Source: an optimization exercise on an open RTL-to-GDS flow (aim: small area, a short achievable clock period and few clock cycles). Production flows keep margins and buffers that such runs may drop.
Power figures rest on the tool's default switching activity, not on a simulated workload.

Setup of build 47:
==> flow/design.v (excerpt) <==
module STI_DAC(clk ,reset, load, pi_data, pi_length, pi_fill, pi_msb, pi_low, pi_end,
	       so_data, so_valid,
	       oem_finish, oem_dataout, oem_addr,
	       odd1_wr, odd2_wr, odd3_wr, odd4_wr, even1_wr, even2_wr, even3_wr, even4_wr);
export LEC_CHECK = 0
export CAP_MARGIN = 20
export CORE_MARGIN = 2
export CORE_UTILIZATION = 40
export SETUP_SLACK_MARGIN = 2.1
export SLEW_MARGIN = 20
create_clock -name core_clock -period 4.0 [get_ports {clk}]
standard.sh (not shown) runs the stock make flow with config.mk's settings and CLKGATE_MAP_FILE= SYNTH_SCRIPT=/design/flow/synth_recipe.tcl, a recipe that flattens the netlist after the stock synthesis.
==> flow/flow/run.sh <==
#!/bin/bash
# Standard synthesis and layout, with plain buf_1 port buffers and free cell sizing.
set -euo pipefail
bash standard.sh synth > synth.log 2>&1
bash standard.sh 'BUFFER_PORTS_ARGS=-buffer_cell sky130_fd_sc_hd__buf_1' MATCH_CELL_FOOTPRINT=0 finish > layout.log 2>&1
> inputs changed (build 47 -> build 97)
==> flow/run.sh (new file) <==
#!/bin/bash
# synth_recipe.tcl (not shown) runs the flow's synth.tcl, then flattens the netlist and writes it again
# the make line also repeats each setting of config.mk as NAME=value (left out here)
make -C /OpenROAD-flow-scripts/flow DESIGN_CONFIG=/design/flow/config.mk WORK_HOME=/design/flow/orfs CLKGATE_MAP_FILE= SYNTH_SCRIPT=/design/flow/synth_recipe.tcl finish
diff --git a/flow/config.mk b/flow/config.mk
--- a/flow/config.mk
+++ b/flow/config.mk
@@ -10,3 +10,3 @@
 export CORE_UTILIZATION = 40
-export SETUP_SLACK_MARGIN = 2.1
+export SETUP_SLACK_MARGIN = 2.0
 export SLEW_MARGIN = 20
removed: flow/flow/run.sh
removed: flow/standard.sh
Results
Per the final summary, build 97 finished and its layout is clean on timing, DRC and antenna.
Per the comparison of build 97 with build 47, global-route wire length before repair went up, proportion of cell area occupied by multi-input gates decreased by 3.6 points relative to the old numbers, post-place setup slack lower.
Comparing build 97 and build 47, the lower share of the clock period used by the worst path after layout was measured on build 97.
Combinational share of power ended up 3.3 points higher on build 97 than on build 47.
## Diff of input files: build 91 against build 97
==> flow/flow/run.sh (new file) <==
#!/bin/bash
# Standard synthesis and layout, with plain buf_1 port buffers and free cell sizing.
set -euo pipefail
bash standard.sh synth > synth.log 2>&1
bash standard.sh 'BUFFER_PORTS_ARGS=-buffer_cell sky130_fd_sc_hd__buf_1' MATCH_CELL_FOOTPRINT=0 finish > layout.log 2>&1
==> flow/standard.sh (new file) <==
#!/bin/bash
# synth_recipe.tcl (not shown) runs the flow's synth.tcl, then flattens the netlist and writes it again
# the make line also repeats each setting of config.mk as NAME=value (left out here)
make -C /OpenROAD-flow-scripts/flow DESIGN_CONFIG=/design/flow/config.mk WORK_HOME=/design/flow/orfs CLKGATE_MAP_FILE= SYNTH_SCRIPT=/design/flow/synth_recipe.tcl "${@:-finish}"
diff --git a/flow/config.mk b/flow/config.mk
--- a/flow/config.mk
+++ b/flow/config.mk
@@ -10,3 +10,3 @@
 export CORE_UTILIZATION = 40
-export SETUP_SLACK_MARGIN = 2.0
+export SETUP_SLACK_MARGIN = 2.3
 export SLEW_MARGIN = 20
removed: flow/run.sh
Comparing build 91 against build 97, there is no change at all in number of flip-flops and latches.
Taking build 91 as 1.0, build 97 lands at 1.06 on first-pass GRT wire length.
Diff build 97 -> build 91: fraction of area in clock buffers and inverters increased 1.7 points, logic depth of the worst setup path including buffers now smaller, fraction of power consumed by combinational cells now smaller, filler cell count in the final layout +25, transition time of the tightest slew-check pin level.
From build 97 to build 91 the numbers moved as follows: fraction of the core area covered by cells at the end of the flow lower; synthesized area held.
The standard cells in build 91 occupy less silicon area than those in build 97 do.
Clock-pin slew on the worst setup and hold paths essentially unchanged between build 97 and build 91.
Function was not checked in any run of this note: the RTL went through the layout flow alone.

Setup of v36:
STI_DAC, a different RTL version from the one above (not shown whole).
For scale: ~160 cells after synthesis, about 33 flip-flops, roughly 0.0017 mm² of cells after synthesis.
clock: 4.0 ns
lec_check: 0
cap_margin: 20
core_margin: 2
core_utilization: 40
setup_slack_margin: 2.2
slew_margin: 20
==> flow/flow/run.sh <==
#!/bin/bash
# Standard synthesis and layout, with plain buf_1 port buffers and free cell sizing.
set -euo pipefail
bash standard.sh synth > synth.log 2>&1
bash standard.sh 'BUFFER_PORTS_ARGS=-buffer_cell sky130_fd_sc_hd__buf_1' MATCH_CELL_FOOTPRINT=0 'CTS_ARGS=-sink_clustering_enable -repair_clock_nets -dont_use_dummy_load -sink_clustering_size 50 -sink_clustering_max_diameter 400' finish > layout.log 2>&1
## Diff of input files: v6 against v36
Settings: a change of SETUP_SLACK_MARGIN from 2.2 to 1.9.
==> flow/flow/run.sh <==
#!/bin/bash
# Standard synthesis and layout, with plain buf_1 port buffers and free cell sizing.
set -euo pipefail
bash standard.sh synth > synth.log 2>&1
bash standard.sh 'BUFFER_PORTS_ARGS=-buffer_cell sky130_fd_sc_hd__buf_1' MATCH_CELL_FOOTPRINT=0 'CTS_ARGS=-sink_clustering_enable -repair_clock_nets -dont_use_dummy_load' finish > layout.log 2>&1
## What came out
- Max total routing resource utilization after global routing across v36 and v6: v36
- Per the comparison of v6 with v36, setup slack fell 57 ps, setup TNS about even.
- For the number of cells upsized or downsized after cts, v6 came in 41 lower than v36 did.
- Via count improves in v6 relative to v36.
Here is what was changed in the inputs of v9 compared with v6.
Settings: SETUP_SLACK_MARGIN: 1.9 -> 2.2.
Results
Of the two candidates, v6 has the better first-pass GRT wire length and v9 the worse one.
Changes observed in v9 relative to v6: cell depth of the worst hold path closely matched the old numbers; routed wire length increased by about 2.4% relative to the old numbers; total number of placement rows closely matched the old numbers; clock power share decreased by 1.0 points relative to the old numbers.
Met1 track demand over resource in global routing: v9 > v6
Compared with v6, met1 wire length in v9 increased slightly.
The inputs of v34 differ from those of v9 as listed below.
Settings: SETUP_SLACK_MARGIN changed from 2.2 to 2.4.
==> run notes <==
v34 vs. v9: final-layout worst hold slack went down by 4.1 ps.
Compare v34 and v9 | final critical-path setup slack lower: v9
Relative to v9, the area used by multi-input combinational logic measured on v34 has increased by a few percent.
Function was not checked in any run of this note: the RTL went through the layout flow alone.

separate check: timing with driven ports:
No port has a modelled driver above. Below, the same layouts with a new extraction and two added sets of constraints.
Step 1 assumes that a clkbuf_16 drives the clock port and a buf_2 every other input.
Step 2 times the ports against the registers' clock, not the clock port: input delays grow and output delays shrink by t, the midpoint of the rising clock arrivals with the driver on.
Slacks: ideal ports / drivers / drivers and shift; pairs: ideal ports / drivers.
run | t, ns | setup slack, ns | worst hold slack (ns) | slew at the worst register clock pin (ns)
build 47 | 0.300 | 1.849 / 1.823 / 1.909 | 0.348 / 0.348 / 0.348 | 0.07 / 0.07
build 97 | 0.308 | 1.894 / 1.865 / 1.779 | 0.343 / 0.343 / 0.343 | 0.07 / 0.07
build 91 | 0.312 | 1.822 / 1.796 / 2.033 | 0.354 / 0.354 / 0.354 | 0.07 / 0.07
v36 | 0.296 | 2.105 / 2.080 / 2.013 | 0.355 / 0.355 / 0.355 | 0.07 / 0.07
v6 | 0.294 | 2.048 / 2.023 / 1.878 | 0.349 / 0.349 / 0.349 | 0.07 / 0.07
v9 | 0.296 | 2.105 / 2.080 / 2.013 | 0.355 / 0.355 / 0.355 | 0.07 / 0.07
v34 | 0.292 | 2.127 / 2.102 / 2.037 | 0.351 / 0.351 / 0.351 | 0.06 / 0.06
After both steps every run listed still meets setup and hold. The setup slack of v6, which loses most, moves by -0.025 ns with the drivers and by -0.170 ns with both steps.
